What follows belongs to an exercise in optimizing a design on an open flow for small area and a short achievable clock period; a production flow would make more cautious choices.
Function was checked by simulation only, so behaviour that the tests miss may differ from the original.

--- design/flow/run.sh ---
#!/bin/bash
# synth_recipe.tcl (not shown) runs the flow's synth.tcl, then flattens the netlist and writes it again
# the make line also repeats each setting of config.mk as NAME=value (left out here)
make -C /OpenROAD-flow-scripts/flow DESIGN_CONFIG=/design/flow/config.mk WORK_HOME=/design/flow/orfs CLKGATE_MAP_FILE= SYNTH_SCRIPT=/design/flow/synth_recipe.tcl finish
--- design/flow/config.mk ---
export PLATFORM = sky130hd
export DESIGN_NAME = processor
export DESIGN_NICKNAME = processor
export VERILOG_FILES = /design/flow/design.v
export SDC_FILE = /design/flow/constraint.sdc
export NUM_CORES = 4
export LEC_CHECK = 0
export CAP_MARGIN = 20
export CORE_MARGIN = 2
export CORE_UTILIZATION = 40
export SLEW_MARGIN = 20
--- design/flow/constraint.sdc ---
create_clock -name core_clock -period 10.0 [get_ports {clk}]
set_input_delay 2.0000 -clock core_clock [delete_from_list [all_inputs] [get_ports {clk}]]
set_output_delay 2.0000 -clock core_clock [all_outputs]
set_load 0.01 [all_outputs]
--- design/flow/design.v ---
module alu (
    input  [31:0] m,       
    input  [31:0] acc,     
    input         sel_mul,  
    input         sel_m,    
    input         sel_a,    
    output [31:0] result
);
wire [17:0] b = {acc[15:0], 1'b0};
wire [7:0] one, two, ng;
genvar k;
generate for (k = 0; k < 8; k = k + 1) begin : enc
  assign one[k] = b[2*k+1] ^ b[2*k];
  assign two[k] = (b[2*k+2] & ~b[2*k+1] & ~b[2*k]) | (~b[2*k+2] & b[2*k+1] & b[2*k]);
  assign ng[k]  = b[2*k+2];
end endgenerate
wire [17:0] mx = {m[15], m[15:0], 1'b0};
wire pp0_0 = ((one[0] & mx[1]) | (two[0] & mx[0])) ^ ng[0];
wire pp0_1 = ((one[0] & mx[2]) | (two[0] & mx[1])) ^ ng[0];
wire pp0_2 = ((one[0] & mx[3]) | (two[0] & mx[2])) ^ ng[0];
wire pp0_3 = ((one[0] & mx[4]) | (two[0] & mx[3])) ^ ng[0];
wire pp0_4 = ((one[0] & mx[5]) | (two[0] & mx[4])) ^ ng[0];
wire pp0_5 = ((one[0] & mx[6]) | (two[0] & mx[5])) ^ ng[0];
wire pp0_6 = ((one[0] & mx[7]) | (two[0] & mx[6])) ^ ng[0];
wire pp0_7 = ((one[0] & mx[8]) | (two[0] & mx[7])) ^ ng[0];
wire pp0_8 = ((one[0] & mx[9]) | (two[0] & mx[8])) ^ ng[0];
wire pp0_9 = ((one[0] & mx[10]) | (two[0] & mx[9])) ^ ng[0];
wire pp0_10 = ((one[0] & mx[11]) | (two[0] & mx[10])) ^ ng[0];
wire pp0_11 = ((one[0] & mx[12]) | (two[0] & mx[11])) ^ ng[0];
wire pp0_12 = ((one[0] & mx[13]) | (two[0] & mx[12])) ^ ng[0];
wire pp0_13 = ((one[0] & mx[14]) | (two[0] & mx[13])) ^ ng[0];
wire pp0_14 = ((one[0] & mx[15]) | (two[0] & mx[14])) ^ ng[0];
wire pp0_15 = ((one[0] & mx[16]) | (two[0] & mx[15])) ^ ng[0];
wire pp0_16 = ~(((one[0] & mx[17]) | (two[0] & mx[16])) ^ ng[0]);
wire pp1_0 = ((one[1] & mx[1]) | (two[1] & mx[0])) ^ ng[1];
wire pp1_1 = ((one[1] & mx[2]) | (two[1] & mx[1])) ^ ng[1];
wire pp1_2 = ((one[1] & mx[3]) | (two[1] & mx[2])) ^ ng[1];
wire pp1_3 = ((one[1] & mx[4]) | (two[1] & mx[3])) ^ ng[1];
wire pp1_4 = ((one[1] & mx[5]) | (two[1] & mx[4])) ^ ng[1];
wire pp1_5 = ((one[1] & mx[6]) | (two[1] & mx[5])) ^ ng[1];
wire pp1_6 = ((one[1] & mx[7]) | (two[1] & mx[6])) ^ ng[1];
wire pp1_7 = ((one[1] & mx[8]) | (two[1] & mx[7])) ^ ng[1];
wire pp1_8 = ((one[1] & mx[9]) | (two[1] & mx[8])) ^ ng[1];
wire pp1_9 = ((one[1] & mx[10]) | (two[1] & mx[9])) ^ ng[1];
wire pp1_10 = ((one[1] & mx[11]) | (two[1] & mx[10])) ^ ng[1];
wire pp1_11 = ((one[1] & mx[12]) | (two[1] & mx[11])) ^ ng[1];
wire pp1_12 = ((one[1] & mx[13]) | (two[1] & mx[12])) ^ ng[1];
wire pp1_13 = ((one[1] & mx[14]) | (two[1] & mx[13])) ^ ng[1];
wire pp1_14 = ((one[1] & mx[15]) | (two[1] & mx[14])) ^ ng[1];
wire pp1_15 = ((one[1] & mx[16]) | (two[1] & mx[15])) ^ ng[1];
wire pp1_16 = ~(((one[1] & mx[17]) | (two[1] & mx[16])) ^ ng[1]);
wire pp2_0 = ((one[2] & mx[1]) | (two[2] & mx[0])) ^ ng[2];
wire pp2_1 = ((one[2] & mx[2]) | (two[2] & mx[1])) ^ ng[2];
wire pp2_2 = ((one[2] & mx[3]) | (two[2] & mx[2])) ^ ng[2];
wire pp2_3 = ((one[2] & mx[4]) | (two[2] & mx[3])) ^ ng[2];
wire pp2_4 = ((one[2] & mx[5]) | (two[2] & mx[4])) ^ ng[2];
wire pp2_5 = ((one[2] & mx[6]) | (two[2] & mx[5])) ^ ng[2];
wire pp2_6 = ((one[2] & mx[7]) | (two[2] & mx[6])) ^ ng[2];
wire pp2_7 = ((one[2] & mx[8]) | (two[2] & mx[7])) ^ ng[2];
wire pp2_8 = ((one[2] & mx[9]) | (two[2] & mx[8])) ^ ng[2];
wire pp2_9 = ((one[2] & mx[10]) | (two[2] & mx[9])) ^ ng[2];
wire pp2_10 = ((one[2] & mx[11]) | (two[2] & mx[10])) ^ ng[2];
wire pp2_11 = ((one[2] & mx[12]) | (two[2] & mx[11])) ^ ng[2];
wire pp2_12 = ((one[2] & mx[13]) | (two[2] & mx[12])) ^ ng[2];
wire pp2_13 = ((one[2] & mx[14]) | (two[2] & mx[13])) ^ ng[2];
wire pp2_14 = ((one[2] & mx[15]) | (two[2] & mx[14])) ^ ng[2];
wire pp2_15 = ((one[2] & mx[16]) | (two[2] & mx[15])) ^ ng[2];
wire pp2_16 = ~(((one[2] & mx[17]) | (two[2] & mx[16])) ^ ng[2]);
wire pp3_0 = ((one[3] & mx[1]) | (two[3] & mx[0])) ^ ng[3];
wire pp3_1 = ((one[3] & mx[2]) | (two[3] & mx[1])) ^ ng[3];
wire pp3_2 = ((one[3] & mx[3]) | (two[3] & mx[2])) ^ ng[3];
wire pp3_3 = ((one[3] & mx[4]) | (two[3] & mx[3])) ^ ng[3];
wire pp3_4 = ((one[3] & mx[5]) | (two[3] & mx[4])) ^ ng[3];
wire pp3_5 = ((one[3] & mx[6]) | (two[3] & mx[5])) ^ ng[3];
wire pp3_6 = ((one[3] & mx[7]) | (two[3] & mx[6])) ^ ng[3];
wire pp3_7 = ((one[3] & mx[8]) | (two[3] & mx[7])) ^ ng[3];
wire pp3_8 = ((one[3] & mx[9]) | (two[3] & mx[8])) ^ ng[3];
wire pp3_9 = ((one[3] & mx[10]) | (two[3] & mx[9])) ^ ng[3];
wire pp3_10 = ((one[3] & mx[11]) | (two[3] & mx[10])) ^ ng[3];
wire pp3_11 = ((one[3] & mx[12]) | (two[3] & mx[11])) ^ ng[3];
wire pp3_12 = ((one[3] & mx[13]) | (two[3] & mx[12])) ^ ng[3];
wire pp3_13 = ((one[3] & mx[14]) | (two[3] & mx[13])) ^ ng[3];
wire pp3_14 = ((one[3] & mx[15]) | (two[3] & mx[14])) ^ ng[3];
wire pp3_15 = ((one[3] & mx[16]) | (two[3] & mx[15])) ^ ng[3];
wire pp3_16 = ~(((one[3] & mx[17]) | (two[3] & mx[16])) ^ ng[3]);
wire pp4_0 = ((one[4] & mx[1]) | (two[4] & mx[0])) ^ ng[4];
wire pp4_1 = ((one[4] & mx[2]) | (two[4] & mx[1])) ^ ng[4];
wire pp4_2 = ((one[4] & mx[3]) | (two[4] & mx[2])) ^ ng[4];
wire pp4_3 = ((one[4] & mx[4]) | (two[4] & mx[3])) ^ ng[4];
wire pp4_4 = ((one[4] & mx[5]) | (two[4] & mx[4])) ^ ng[4];
wire pp4_5 = ((one[4] & mx[6]) | (two[4] & mx[5])) ^ ng[4];
wire pp4_6 = ((one[4] & mx[7]) | (two[4] & mx[6])) ^ ng[4];
wire pp4_7 = ((one[4] & mx[8]) | (two[4] & mx[7])) ^ ng[4];
wire pp4_8 = ((one[4] & mx[9]) | (two[4] & mx[8])) ^ ng[4];
wire pp4_9 = ((one[4] & mx[10]) | (two[4] & mx[9])) ^ ng[4];
wire pp4_10 = ((one[4] & mx[11]) | (two[4] & mx[10])) ^ ng[4];
wire pp4_11 = ((one[4] & mx[12]) | (two[4] & mx[11])) ^ ng[4];
wire pp4_12 = ((one[4] & mx[13]) | (two[4] & mx[12])) ^ ng[4];
wire pp4_13 = ((one[4] & mx[14]) | (two[4] & mx[13])) ^ ng[4];
wire pp4_14 = ((one[4] & mx[15]) | (two[4] & mx[14])) ^ ng[4];
wire pp4_15 = ((one[4] & mx[16]) | (two[4] & mx[15])) ^ ng[4];
wire pp4_16 = ~(((one[4] & mx[17]) | (two[4] & mx[16])) ^ ng[4]);
wire pp5_0 = ((one[5] & mx[1]) | (two[5] & mx[0])) ^ ng[5];
wire pp5_1 = ((one[5] & mx[2]) | (two[5] & mx[1])) ^ ng[5];
wire pp5_2 = ((one[5] & mx[3]) | (two[5] & mx[2])) ^ ng[5];
wire pp5_3 = ((one[5] & mx[4]) | (two[5] & mx[3])) ^ ng[5];
wire pp5_4 = ((one[5] & mx[5]) | (two[5] & mx[4])) ^ ng[5];
wire pp5_5 = ((one[5] & mx[6]) | (two[5] & mx[5])) ^ ng[5];
wire pp5_6 = ((one[5] & mx[7]) | (two[5] & mx[6])) ^ ng[5];
wire pp5_7 = ((one[5] & mx[8]) | (two[5] & mx[7])) ^ ng[5];
wire pp5_8 = ((one[5] & mx[9]) | (two[5] & mx[8])) ^ ng[5];
wire pp5_9 = ((one[5] & mx[10]) | (two[5] & mx[9])) ^ ng[5];
wire pp5_10 = ((one[5] & mx[11]) | (two[5] & mx[10])) ^ ng[5];
wire pp5_11 = ((one[5] & mx[12]) | (two[5] & mx[11])) ^ ng[5];
wire pp5_12 = ((one[5] & mx[13]) | (two[5] & mx[12])) ^ ng[5];
wire pp5_13 = ((one[5] & mx[14]) | (two[5] & mx[13])) ^ ng[5];
wire pp5_14 = ((one[5] & mx[15]) | (two[5] & mx[14])) ^ ng[5];
wire pp5_15 = ((one[5] & mx[16]) | (two[5] & mx[15])) ^ ng[5];
wire pp5_16 = ~(((one[5] & mx[17]) | (two[5] & mx[16])) ^ ng[5]);
wire pp6_0 = ((one[6] & mx[1]) | (two[6] & mx[0])) ^ ng[6];
wire pp6_1 = ((one[6] & mx[2]) | (two[6] & mx[1])) ^ ng[6];
wire pp6_2 = ((one[6] & mx[3]) | (two[6] & mx[2])) ^ ng[6];
wire pp6_3 = ((one[6] & mx[4]) | (two[6] & mx[3])) ^ ng[6];
wire pp6_4 = ((one[6] & mx[5]) | (two[6] & mx[4])) ^ ng[6];
wire pp6_5 = ((one[6] & mx[6]) | (two[6] & mx[5])) ^ ng[6];
wire pp6_6 = ((one[6] & mx[7]) | (two[6] & mx[6])) ^ ng[6];
wire pp6_7 = ((one[6] & mx[8]) | (two[6] & mx[7])) ^ ng[6];
wire pp6_8 = ((one[6] & mx[9]) | (two[6] & mx[8])) ^ ng[6];
wire pp6_9 = ((one[6] & mx[10]) | (two[6] & mx[9])) ^ ng[6];
wire pp6_10 = ((one[6] & mx[11]) | (two[6] & mx[10])) ^ ng[6];
wire pp6_11 = ((one[6] & mx[12]) | (two[6] & mx[11])) ^ ng[6];
wire pp6_12 = ((one[6] & mx[13]) | (two[6] & mx[12])) ^ ng[6];
wire pp6_13 = ((one[6] & mx[14]) | (two[6] & mx[13])) ^ ng[6];
wire pp6_14 = ((one[6] & mx[15]) | (two[6] & mx[14])) ^ ng[6];
wire pp6_15 = ((one[6] & mx[16]) | (two[6] & mx[15])) ^ ng[6];
wire pp6_16 = ~(((one[6] & mx[17]) | (two[6] & mx[16])) ^ ng[6]);
wire pp7_0 = ((one[7] & mx[1]) | (two[7] & mx[0])) ^ ng[7];
wire pp7_1 = ((one[7] & mx[2]) | (two[7] & mx[1])) ^ ng[7];
wire pp7_2 = ((one[7] & mx[3]) | (two[7] & mx[2])) ^ ng[7];
wire pp7_3 = ((one[7] & mx[4]) | (two[7] & mx[3])) ^ ng[7];
wire pp7_4 = ((one[7] & mx[5]) | (two[7] & mx[4])) ^ ng[7];
wire pp7_5 = ((one[7] & mx[6]) | (two[7] & mx[5])) ^ ng[7];
wire pp7_6 = ((one[7] & mx[7]) | (two[7] & mx[6])) ^ ng[7];
wire pp7_7 = ((one[7] & mx[8]) | (two[7] & mx[7])) ^ ng[7];
wire pp7_8 = ((one[7] & mx[9]) | (two[7] & mx[8])) ^ ng[7];
wire pp7_9 = ((one[7] & mx[10]) | (two[7] & mx[9])) ^ ng[7];
wire pp7_10 = ((one[7] & mx[11]) | (two[7] & mx[10])) ^ ng[7];
wire pp7_11 = ((one[7] & mx[12]) | (two[7] & mx[11])) ^ ng[7];
wire pp7_12 = ((one[7] & mx[13]) | (two[7] & mx[12])) ^ ng[7];
wire pp7_13 = ((one[7] & mx[14]) | (two[7] & mx[13])) ^ ng[7];
wire pp7_14 = ((one[7] & mx[15]) | (two[7] & mx[14])) ^ ng[7];
wire pp7_15 = ((one[7] & mx[16]) | (two[7] & mx[15])) ^ ng[7];
wire pp7_16 = ~(((one[7] & mx[17]) | (two[7] & mx[16])) ^ ng[7]);
wire s5 = ng[2] ^ pp0_4 ^ pp1_2;
wire c6 = (ng[2] & pp0_4) | (ng[2] & pp1_2) | (pp0_4 & pp1_2);
wire s9 = pp0_5 ^ pp1_3 ^ pp2_1;
wire c10 = (pp0_5 & pp1_3) | (pp0_5 & pp2_1) | (pp1_3 & pp2_1);
wire s13 = ng[3] ^ pp0_6 ^ pp1_4;
wire c14 = (ng[3] & pp0_6) | (ng[3] & pp1_4) | (pp0_6 & pp1_4);
wire s15 = pp2_2 ^ pp3_0 ^ c10;
wire c16 = (pp2_2 & pp3_0) | (pp2_2 & c10) | (pp3_0 & c10);
wire s19 = pp0_7 ^ pp1_5 ^ pp2_3;
wire c20 = (pp0_7 & pp1_5) | (pp0_7 & pp2_3) | (pp1_5 & pp2_3);
wire s21 = pp3_1 ^ c14 ^ s19;
wire c22 = (pp3_1 & c14) | (pp3_1 & s19) | (c14 & s19);
wire s25 = ng[4] ^ pp0_8 ^ pp1_6;
wire c26 = (ng[4] & pp0_8) | (ng[4] & pp1_6) | (pp0_8 & pp1_6);
wire s27 = pp2_4 ^ pp3_2 ^ pp4_0;
wire c28 = (pp2_4 & pp3_2) | (pp2_4 & pp4_0) | (pp3_2 & pp4_0);
wire s29 = c20 ^ s25 ^ s27;
wire c30 = (c20 & s25) | (c20 & s27) | (s25 & s27);
wire s33 = pp0_9 ^ pp1_7 ^ pp2_5;
wire c34 = (pp0_9 & pp1_7) | (pp0_9 & pp2_5) | (pp1_7 & pp2_5);
wire s35 = pp3_3 ^ pp4_1 ^ c26;
wire c36 = (pp3_3 & pp4_1) | (pp3_3 & c26) | (pp4_1 & c26);
wire s37 = c28 ^ s33 ^ c30;
wire c38 = (c28 & s33) | (c28 & c30) | (s33 & c30);
wire s41 = ng[5] ^ pp0_10 ^ pp1_8;
wire c42 = (ng[5] & pp0_10) | (ng[5] & pp1_8) | (pp0_10 & pp1_8);
wire s43 = pp2_6 ^ pp3_4 ^ pp4_2;
wire c44 = (pp2_6 & pp3_4) | (pp2_6 & pp4_2) | (pp3_4 & pp4_2);
wire s45 = pp5_0 ^ c34 ^ s41;
wire c46 = (pp5_0 & c34) | (pp5_0 & s41) | (c34 & s41);
wire s47 = s43 ^ c36 ^ s45;
wire c48 = (s43 & c36) | (s43 & s45) | (c36 & s45);
wire s51 = pp0_11 ^ pp1_9 ^ pp2_7;
wire c52 = (pp0_11 & pp1_9) | (pp0_11 & pp2_7) | (pp1_9 & pp2_7);
wire s53 = pp3_5 ^ pp4_3 ^ pp5_1;
wire c54 = (pp3_5 & pp4_3) | (pp3_5 & pp5_1) | (pp4_3 & pp5_1);
wire s55 = c42 ^ c44 ^ s51;
wire c56 = (c42 & c44) | (c42 & s51) | (c44 & s51);
wire s57 = s53 ^ c46 ^ s55;
wire c58 = (s53 & c46) | (s53 & s55) | (c46 & s55);
wire s61 = ng[6] ^ pp0_12 ^ pp1_10;
wire c62 = (ng[6] & pp0_12) | (ng[6] & pp1_10) | (pp0_12 & pp1_10);
wire s63 = pp2_8 ^ pp3_6 ^ pp4_4;
wire c64 = (pp2_8 & pp3_6) | (pp2_8 & pp4_4) | (pp3_6 & pp4_4);
wire s65 = pp5_2 ^ pp6_0 ^ c52;
wire c66 = (pp5_2 & pp6_0) | (pp5_2 & c52) | (pp6_0 & c52);
wire s67 = c54 ^ s61 ^ s63;
wire c68 = (c54 & s61) | (c54 & s63) | (s61 & s63);
wire s69 = c56 ^ s65 ^ s67;
wire c70 = (c56 & s65) | (c56 & s67) | (s65 & s67);
wire s73 = pp0_13 ^ pp1_11 ^ pp2_9;
wire c74 = (pp0_13 & pp1_11) | (pp0_13 & pp2_9) | (pp1_11 & pp2_9);
wire s75 = pp3_7 ^ pp4_5 ^ pp5_3;
wire c76 = (pp3_7 & pp4_5) | (pp3_7 & pp5_3) | (pp4_5 & pp5_3);
wire s77 = pp6_1 ^ c62 ^ c64;
wire c78 = (pp6_1 & c62) | (pp6_1 & c64) | (c62 & c64);
wire s79 = s73 ^ s75 ^ c66;
wire c80 = (s73 & s75) | (s73 & c66) | (s75 & c66);
wire s81 = c68 ^ s77 ^ s79;
wire c82 = (c68 & s77) | (c68 & s79) | (s77 & s79);
wire s85 = ng[7] ^ pp0_14 ^ pp1_12;
wire c86 = (ng[7] & pp0_14) | (ng[7] & pp1_12) | (pp0_14 & pp1_12);
wire s87 = pp2_10 ^ pp3_8 ^ pp4_6;
wire c88 = (pp2_10 & pp3_8) | (pp2_10 & pp4_6) | (pp3_8 & pp4_6);
wire s89 = pp5_4 ^ pp6_2 ^ pp7_0;
wire c90 = (pp5_4 & pp6_2) | (pp5_4 & pp7_0) | (pp6_2 & pp7_0);
wire s91 = c74 ^ c76 ^ s85;
wire c92 = (c74 & c76) | (c74 & s85) | (c76 & s85);
wire s93 = s87 ^ s89 ^ c78;
wire c94 = (s87 & s89) | (s87 & c78) | (s89 & c78);
wire s95 = s91 ^ c80 ^ s93;
wire c96 = (s91 & c80) | (s91 & s93) | (c80 & s93);
wire s99 = pp0_15 ^ pp1_13 ^ pp2_11;
wire c100 = (pp0_15 & pp1_13) | (pp0_15 & pp2_11) | (pp1_13 & pp2_11);
wire s101 = pp3_9 ^ pp4_7 ^ pp5_5;
wire c102 = (pp3_9 & pp4_7) | (pp3_9 & pp5_5) | (pp4_7 & pp5_5);
wire s103 = pp6_3 ^ pp7_1 ^ c86;
wire c104 = (pp6_3 & pp7_1) | (pp6_3 & c86) | (pp7_1 & c86);
wire s105 = c88 ^ c90 ^ s99;
wire c106 = (c88 & c90) | (c88 & s99) | (c90 & s99);
wire s107 = s101 ^ c92 ^ s103;
wire c108 = (s101 & c92) | (s101 & s103) | (c92 & s103);
wire s109 = s105 ^ c94 ^ s107;
wire c110 = (s105 & c94) | (s105 & s107) | (c94 & s107);
wire s113 = 1'b1 ^ pp0_16 ^ pp1_14;
wire c114 = (1'b1 & pp0_16) | (1'b1 & pp1_14) | (pp0_16 & pp1_14);
wire s115 = pp2_12 ^ pp3_10 ^ pp4_8;
wire c116 = (pp2_12 & pp3_10) | (pp2_12 & pp4_8) | (pp3_10 & pp4_8);
wire s117 = pp5_6 ^ pp6_4 ^ pp7_2;
wire c118 = (pp5_6 & pp6_4) | (pp5_6 & pp7_2) | (pp6_4 & pp7_2);
wire s119 = c100 ^ c102 ^ s113;
wire c120 = (c100 & c102) | (c100 & s113) | (c102 & s113);
wire s121 = s115 ^ s117 ^ c104;
wire c122 = (s115 & s117) | (s115 & c104) | (s117 & c104);
wire s123 = c106 ^ s119 ^ c108;
wire c124 = (c106 & s119) | (c106 & c108) | (s119 & c108);
wire s125 = s121 ^ c110 ^ s123;
wire c126 = (s121 & c110) | (s121 & s123) | (c110 & s123);
wire s127 = 1'b1 ^ pp1_15 ^ pp2_13;
wire c128 = (1'b1 & pp1_15) | (1'b1 & pp2_13) | (pp1_15 & pp2_13);
wire s129 = pp3_11 ^ pp4_9 ^ pp5_7;
wire c130 = (pp3_11 & pp4_9) | (pp3_11 & pp5_7) | (pp4_9 & pp5_7);
wire s131 = pp6_5 ^ pp7_3 ^ c114;
wire c132 = (pp6_5 & pp7_3) | (pp6_5 & c114) | (pp7_3 & c114);
wire s133 = c116 ^ c118 ^ s127;
wire c134 = (c116 & c118) | (c116 & s127) | (c118 & s127);
wire s135 = s129 ^ c120 ^ s131;
wire c136 = (s129 & c120) | (s129 & s131) | (c120 & s131);
wire s137 = s133 ^ c122 ^ s135;
wire c138 = (s133 & c122) | (s133 & s135) | (c122 & s135);
wire s141 = pp1_16 ^ pp2_14 ^ pp3_12;
wire c142 = (pp1_16 & pp2_14) | (pp1_16 & pp3_12) | (pp2_14 & pp3_12);
wire s143 = pp4_10 ^ pp5_8 ^ pp6_6;
wire c144 = (pp4_10 & pp5_8) | (pp4_10 & pp6_6) | (pp5_8 & pp6_6);
wire s145 = pp7_4 ^ c128 ^ c130;
wire c146 = (pp7_4 & c128) | (pp7_4 & c130) | (c128 & c130);
wire s147 = s141 ^ s143 ^ c132;
wire c148 = (s141 & s143) | (s141 & c132) | (s143 & c132);
wire s149 = c134 ^ s145 ^ c136;
wire c150 = (c134 & s145) | (c134 & c136) | (s145 & c136);
wire s151 = s147 ^ c138 ^ s149;
wire c152 = (s147 & c138) | (s147 & s149) | (c138 & s149);
wire s153 = 1'b1 ^ pp2_15 ^ pp3_13;
wire c154 = (1'b1 & pp2_15) | (1'b1 & pp3_13) | (pp2_15 & pp3_13);
wire s155 = pp4_11 ^ pp5_9 ^ pp6_7;
wire c156 = (pp4_11 & pp5_9) | (pp4_11 & pp6_7) | (pp5_9 & pp6_7);
wire s157 = pp7_5 ^ c142 ^ c144;
wire c158 = (pp7_5 & c142) | (pp7_5 & c144) | (c142 & c144);
wire s159 = s153 ^ s155 ^ c146;
wire c160 = (s153 & s155) | (s153 & c146) | (s155 & c146);
wire s161 = s157 ^ c148 ^ s159;
wire c162 = (s157 & c148) | (s157 & s159) | (c148 & s159);
wire s165 = pp2_16 ^ pp3_14 ^ pp4_12;
wire c166 = (pp2_16 & pp3_14) | (pp2_16 & pp4_12) | (pp3_14 & pp4_12);
wire s167 = pp5_10 ^ pp6_8 ^ pp7_6;
wire c168 = (pp5_10 & pp6_8) | (pp5_10 & pp7_6) | (pp6_8 & pp7_6);
wire s169 = c154 ^ c156 ^ s165;
wire c170 = (c154 & c156) | (c154 & s165) | (c156 & s165);
wire s171 = s167 ^ c158 ^ s169;
wire c172 = (s167 & c158) | (s167 & s169) | (c158 & s169);
wire s173 = c160 ^ s171 ^ c162;
wire c174 = (c160 & s171) | (c160 & c162) | (s171 & c162);
wire s175 = 1'b1 ^ pp3_15 ^ pp4_13;
wire c176 = (1'b1 & pp3_15) | (1'b1 & pp4_13) | (pp3_15 & pp4_13);
wire s177 = pp5_11 ^ pp6_9 ^ pp7_7;
wire c178 = (pp5_11 & pp6_9) | (pp5_11 & pp7_7) | (pp6_9 & pp7_7);
wire s179 = c166 ^ c168 ^ s175;
wire c180 = (c166 & c168) | (c166 & s175) | (c168 & s175);
wire s181 = s177 ^ c170 ^ s179;
wire c182 = (s177 & c170) | (s177 & s179) | (c170 & s179);
wire s185 = pp3_16 ^ pp4_14 ^ pp5_12;
wire c186 = (pp3_16 & pp4_14) | (pp3_16 & pp5_12) | (pp4_14 & pp5_12);
wire s187 = pp6_10 ^ pp7_8 ^ c176;
wire c188 = (pp6_10 & pp7_8) | (pp6_10 & c176) | (pp7_8 & c176);
wire s189 = c178 ^ s185 ^ c180;
wire c190 = (c178 & s185) | (c178 & c180) | (s185 & c180);
wire s191 = s187 ^ s189 ^ c182;
wire c192 = (s187 & s189) | (s187 & c182) | (s189 & c182);
wire s193 = 1'b1 ^ pp4_15 ^ pp5_13;
wire c194 = (1'b1 & pp4_15) | (1'b1 & pp5_13) | (pp4_15 & pp5_13);
wire s195 = pp6_11 ^ pp7_9 ^ c186;
wire c196 = (pp6_11 & pp7_9) | (pp6_11 & c186) | (pp7_9 & c186);
wire s197 = s193 ^ c188 ^ s195;
wire c198 = (s193 & c188) | (s193 & s195) | (c188 & s195);
wire s201 = pp4_16 ^ pp5_14 ^ pp6_12;
wire c202 = (pp4_16 & pp5_14) | (pp4_16 & pp6_12) | (pp5_14 & pp6_12);
wire s203 = pp7_10 ^ c194 ^ s201;
wire c204 = (pp7_10 & c194) | (pp7_10 & s201) | (c194 & s201);
wire s205 = c196 ^ s203 ^ c198;
wire c206 = (c196 & s203) | (c196 & c198) | (s203 & c198);
wire s207 = 1'b1 ^ pp5_15 ^ pp6_13;
wire c208 = (1'b1 & pp5_15) | (1'b1 & pp6_13) | (pp5_15 & pp6_13);
wire s209 = pp7_11 ^ c202 ^ s207;
wire c210 = (pp7_11 & c202) | (pp7_11 & s207) | (c202 & s207);
wire s213 = pp5_16 ^ pp6_14 ^ pp7_12;
wire c214 = (pp5_16 & pp6_14) | (pp5_16 & pp7_12) | (pp6_14 & pp7_12);
wire s215 = c208 ^ s213 ^ c210;
wire c216 = (c208 & s213) | (c208 & c210) | (s213 & c210);
wire s217 = 1'b1 ^ pp6_15 ^ pp7_13;
wire c218 = (1'b1 & pp6_15) | (1'b1 & pp7_13) | (pp6_15 & pp7_13);
wire s221 = pp6_16 ^ pp7_14 ^ c218;
wire c222 = (pp6_16 & pp7_14) | (pp6_16 & c218) | (pp7_14 & c218);
wire s1 = ng[1] ^ pp0_2;
wire c2 = ng[1] & pp0_2;
wire s3 = pp0_3 ^ pp1_1;
wire c4 = pp0_3 & pp1_1;
wire s7 = pp2_0 ^ c4;
wire c8 = pp2_0 & c4;
wire s11 = c6 ^ s9;
wire c12 = c6 & s9;
wire s17 = s13 ^ c12;
wire c18 = s13 & c12;
wire s23 = c16 ^ s21;
wire c24 = c16 & s21;
wire s31 = c22 ^ s29;
wire c32 = c22 & s29;
wire s39 = s35 ^ c32;
wire c40 = s35 & c32;
wire s49 = c38 ^ s47;
wire c50 = c38 & s47;
wire s59 = c48 ^ s57;
wire c60 = c48 & s57;
wire s71 = c58 ^ s69;
wire c72 = c58 & s69;
wire s83 = c70 ^ c72;
wire c84 = c70 & c72;
wire s97 = c82 ^ s95;
wire c98 = c82 & s95;
wire s111 = c96 ^ s109;
wire c112 = c96 & s109;
wire s139 = c124 ^ s137;
wire c140 = c124 & s137;
wire s163 = c150 ^ s161;
wire c164 = c150 & s161;
wire s183 = c172 ^ s181;
wire c184 = c172 & s181;
wire s199 = c190 ^ s197;
wire c200 = c190 & s197;
wire s211 = c204 ^ s209;
wire c212 = c204 & s209;
wire s219 = c214 ^ s217;
wire c220 = c214 & s217;
wire s223 = 1'b1 ^ pp7_15;
wire c224 = 1'b1 & pp7_15;
wire [31:0] tx = {1'b1, pp7_16, c222, c220, c216, c212, c206, c200, c192, c184, c174, c164, c152, c140, c126, c112, c98, c84, s81, c60, c50, c40, s37, c24, c18, s15, c8, s5, c2, pp1_0, pp0_1, pp0_0};
wire [31:0] ty = {1'b0, c224, s223, s221, s219, s215, s211, s205, s199, s191, s183, s173, s163, s151, s139, s125, s111, s97, s83, s71, s59, s49, s39, s31, s23, s17, s11, s7, s3, s1, 1'b0, ng[0]};
wire [31:0] x = sel_mul ? tx : (m & {32{sel_m}});
wire [31:0] y = sel_mul ? ty : (acc & {32{sel_a}});
assign result = x + y;
endmodule
module instr_decoder
(
	input  [3:0] opcode,
	input        nzero,      
	output       sel_mul,    
	output       sel_m,      
	output       sel_a,      
	output       pc_load,
	output       mem_wr,
	output       push,
	output       pop
);
wire [15:0] d = 16'd1 << opcode;
assign sel_mul = d[4] | d[11];
assign sel_m   = d[1] | d[3] | d[9] | d[10];
assign sel_a   = ~(d[1] | d[9] | d[4] | d[11]);
assign pc_load = d[7] | (d[5] & nzero) | (d[6] & ~nzero);
assign mem_wr  = d[2] | d[8];
assign push    = d[8];
assign pop     = d[9] | d[10] | d[11];
endmodule
module pc
(
	input        clk, rst,
	input        load,
	input  [7:0] data,
	output [7:0] addr
);
reg [7:0] cnt;
always @ (posedge clk or posedge rst) begin
	if (rst)
		cnt <= 8'd0;
	else
		cnt <= load ? data : cnt + 8'd1;
end
assign addr = cnt;
endmodule
module stack_pointer
(
	input        clk, rst,
	input        push, pop,
	output [7:0] addr
);
reg  [7:0] cnt;
wire [7:0] nxt = cnt + (push ? 8'hff : 8'h01);
always @ (posedge clk or posedge rst) begin
	if (rst)
		cnt <= 8'hff;
	else if (push | pop)
		cnt <= nxt;
end
assign addr = push ? cnt : nxt;
endmodule
module processor
#(
	parameter DATA_WIDTH 	= 32,
	parameter OPCODE_WIDTH 	= 4,
	parameter ALU_OP_WIDTH  = 3,
	parameter DATAMEM_WIDTH = 8,
	parameter INSADDR_WIDTH	= 8,
	parameter INS_WIDTH		= OPCODE_WIDTH + DATAMEM_WIDTH
)
(
	input          clk, rst,
	input          [	INS_WIDTH-1:0] 	instr,
	output         [INSADDR_WIDTH-1:0] 	instr_addr,
	output         mem_wr,
	output         [ DATAMEM_WIDTH-1:0]	mem_addr,
	input  signed  [	DATA_WIDTH-1:0] mem_data_in,
	output signed  [	DATA_WIDTH-1:0] mem_data_out
);
wire sel_mul, sel_m, sel_a, pc_load, sp_push, sp_pop;
reg [DATA_WIDTH-1:0] acc;
instr_decoder id (.opcode(instr[11:8]), .nzero(|acc),
                  .sel_mul(sel_mul), .sel_m(sel_m), .sel_a(sel_a),
                  .pc_load(pc_load), .mem_wr(mem_wr),
                  .push(sp_push), .pop(sp_pop));
wire [DATA_WIDTH-1:0] alu_out;
alu alu (.m(mem_data_in), .acc(acc), .sel_mul(sel_mul), .sel_m(sel_m),
         .sel_a(sel_a), .result(alu_out));
always @ (posedge clk or posedge rst) begin
	if (rst)
		acc <= 0;
	else
		acc <= alu_out;
end
pc pc (.clk(clk), .rst(rst), .load(pc_load), .data(instr[7:0]), .addr(instr_addr));
wire [7:0] sp_addr;
stack_pointer data_sp (.clk(clk), .rst(rst), .push(sp_push), .pop(sp_pop), .addr(sp_addr));
assign mem_data_out = acc;
assign mem_addr     = (sp_push | sp_pop) ? sp_addr : instr[7:0];
endmodule
==> key figures <==
Global routing
  • First-pass GRT wire length: approximately 63 mm
  • Largest net degree at the start of global routing: 65
  • Initial antenna violation count: 0
  • Congestion Overflow GR: 0
  • Overall routing resource usage: 0.261
  • Vias in the first global route: 11012

Layout
  • Most frequent cells in the layout: 211 x nand2_1, 142 x a21oi_1, 112 x o21ai_0, 103 x nor2_1, 94 x clkdlybuf4s50_1
  • Most common cell after layout, fill and taps aside: nand2_1
  • Layout cells sized above 1: 0.0601
  • Multi-input logic area: about 9000 sq um
  • Reg area: about 1200 sq um
  • Layout Utilization: 0.451
  • Area growth syn-to-layout: 10.6%
  • Fillers: 2864
  • Antenna Cells: 0
  • Nets: 1726

Detailed routing
  • WL per Instance: ~21 microns
  • Vias/cell: around 6.1
  • Residual DRC: 0
  • Routed vias: between 10000 and 15000
  • Total wire length: about 40 mm
  • First DRT Iteration DRCs: roughly 1500
  • Final ANT Viol Nets: 0
  • Drt first pass iters: 5

Die
  • Rows: 61
  • Die H: 173 microns
  • DIE WIDTH: approximately 170 microns
  • Io pins: 95
  • Initial Utilization: 0.408
  • Core area: 27900 sq um
  • Total die area: slightly below 30000 sq um

Timing
  • Final hold violations: 0
  • RSZ-0062 raised after global routing: no
  • Slew headroom: 0.293
  • Fin crit period: just over 8 ns
  • Final worst path period share: 0.819
  • Fin. max-slew vios: 0
  • Skew final: 0.0111 ns
  • Setup TNS: 0 ns
  • Setup WS post-layout: 1.81 ns
  • Least-Margin Pin Slew: 1.06 ns
  • Final setup fails: 0
  • F_max: ~120 MHz
  • Hold_ws: 0.490 ns

Clocking
  • Worst-Skew Late Latency: 0.30 ns
  • Clock Root Buffer: clkbuf_16
  • H-tree Lvls: 2
  • Max clock buf depth: 2
  • CTS Sinks: between 40 and 50
  • TritonCTS buffer count: 5
  • Clock slew at reported path FFs: approximately 0.070 ns
  • # hold bufs at CTS: 0
  • Post-CTS setup buffers: 0
  • CTS tree: built
  • Post-cts sizing count: 0

Outcome
  • Outcome: finished clean

Placed design
  • DP Wirelength: ~29 mm
  • GP Congestion: roughly 0.92
  • I/O Buffers: 94
  • Pre-CTS WS: roughly 1.9 ns

Logic synthesis
  • Synth Warn #: 3
  • Syn_nets: 1759
  • Top cells by area, synth: fa_1 15%, dfrtp_1 8.8%, ha_1 7.1%
  • Netlist cell types: 74
  • Most used flip-flop cell after synthesis: dfrtp_1
  • Mapped Avg Cell Area: between 7 and 8 sq um
  • Post-Syn Instances: between 1500 and 2000
  • Synth area leader: fa_1
  • Synth async-reset ratio: 1.00
  • Synth Register Bits: 48
  • Synth top area share: 0.151
  • Register area share after synthesis: 0.106
  • Post-Syn Area: ~11000 sq um
  • Post-synth EDFFs: 0

Worst setup path
  • CP endpoint kind: primary output
  • Startpoint Class: input port
  • Crit path kind: in -> out
  • CP max FO: 16
  • Critical path arrival: 6.19 ns
  • Reg2reg setup slack: 3.18 ns
  • CP required: ~8.0 ns

Min path
  • Hold Crit Class: reg -> reg

Flow run
  • Max Cap Viol: 0
logic make-up (layout without fill, tap and decap cells):
kind of cell               count (synthesis)  after routing  synth area share
muxes                                     16             16            0.0143
buffers and inverters                    268            236            0.0905
adders and majority gates                186            186             0.253
xor gates and xnor gates                  59             59            0.0454
and+or+nand+nor                          426            426             0.165
AOI/OAI and AO/OA                        559            559             0.325
DFF                                       48             48             0.106
per-stage QoR:
step | area [sq um] | std cells
detailed placement | 12400 | 1900
global route | 12600 | 1908
finish | 12600 | 1908
floorplan | 11400 | 1562
global placement | 12400 | 1900
CTS | 12600 | 1908
area by class of cell:
| type | count | area share |
|---|---|---|
| Clock inverter | 2 | 0.000994 |
| Clock buffer | 6 | 0.0102 |
| Multi-Input combinational cell | 1246 | 0.728 |
| Inverter | 95 | 0.0283 |
| Tap cell | 378 | 0.0376 |
| Sequential cell | 48 | 0.0965 |
| Timing Repair Buffer | 133 | 0.0980 |
layer usage:
| metal | GRT usage | vias to the layer above | share of wire |
|---|---|---|---|
| met5 | 0 | - | 0 |
| met4 | 0.0636 | 0 | 0.016 |
| met3 | 0.0352 | 50 | 0.083 |
| met2 | 0.401 | 535 | 0.44 |
| met1 | 0.387 | 5573 | 0.46 |
| li1 | - | 5473 | - |
flip-flops by register name (all words and copies together), names as in the netlist:
signal and count:
pc.cnt 8, acc 32, data_sp.cnt 8
worst max-delay path: stages:
cell and delay (ns):
clkdlybuf4s50_1 0.59, nor2_1 0.82, nand2_1 0.23, inv_1 0.24, ha_1 0.27, a21o_1 0.16, a21oi_1 0.21, o21ai_1 0.12
a2111oi_0 0.53, nor4_1 0.16, xnor2_1 0.18, o21ai_1 0.13, clkdlybuf4s50_1 0.56
synth_stat cells (4+ instances only):
cell,n
a211o_1,4
a211oi_1,12
a21o_1,19
a21oi_1,142
a21oi_2,7
a221oi_1,34
a22o_1,50
a22oi_1,57
a31oi_1,5
and2_1,13
buf_1,29
buf_2,10
clkbuf_1,132
dfrtp_1,40
dfstp_2,8
fa_1,86
ha_1,65
inv_1,92
maj3_1,35
mux2i_1,14
nand2_1,211
nand2b_1,6
nand3_1,17
nand4_1,12
nor2_1,107
nor2b_1,24
nor3_1,12
nor4_1,7
o211ai_1,9
o21a_1,5
o21ai_0,112
o21ai_1,8
o221ai_1,9
o22ai_1,45
o311a_1,9
o31ai_1,9
xnor2_1,25
xor2_1,34
final timing paths:
kind	start	to	depth (start not counted)
setup / recovery	instr[8]	mem_addr[7]	13
hold / removal	data_sp.cnt[6]	data_sp.cnt[6]	2
setup reg to reg	acc[5]	acc[28]	20
hold reg to reg	data_sp.cnt[6]	data_sp.cnt[6]	2
max in group asynchronous	rst	acc[13]	3
min in group asynchronous	rst	acc[1]	3

afterwards: timing with drivers on the ports:
No port has a modelled driver above. Below, the same layout with a new extraction and two added sets of constraints. Step 1 assumes that a clkbuf_16 drives the clock port and a buf_2 every other input. Step 2 adds t to the input delays and takes it off the output delays; t is the mean of the earliest and latest rising clock arrival at the registers after step 1. Input paths then give back, and output paths get back, about the clock's delay inside the block. a / b / c = ideal / step 1 / step 2; a / b = the first two.
t, ns: 0.336
slack for setup (ns): 1.805 / 1.784 / 1.784
worst setup path after step 2: input to output
worst register clock-pin slew, ns: 0.07 / 0.07
pins driven straight from the clock port: 1
After both steps this run still meets setup and hold. The setup slack of this run moves by -0.021 ns with the drivers and by -0.021 ns with both steps.
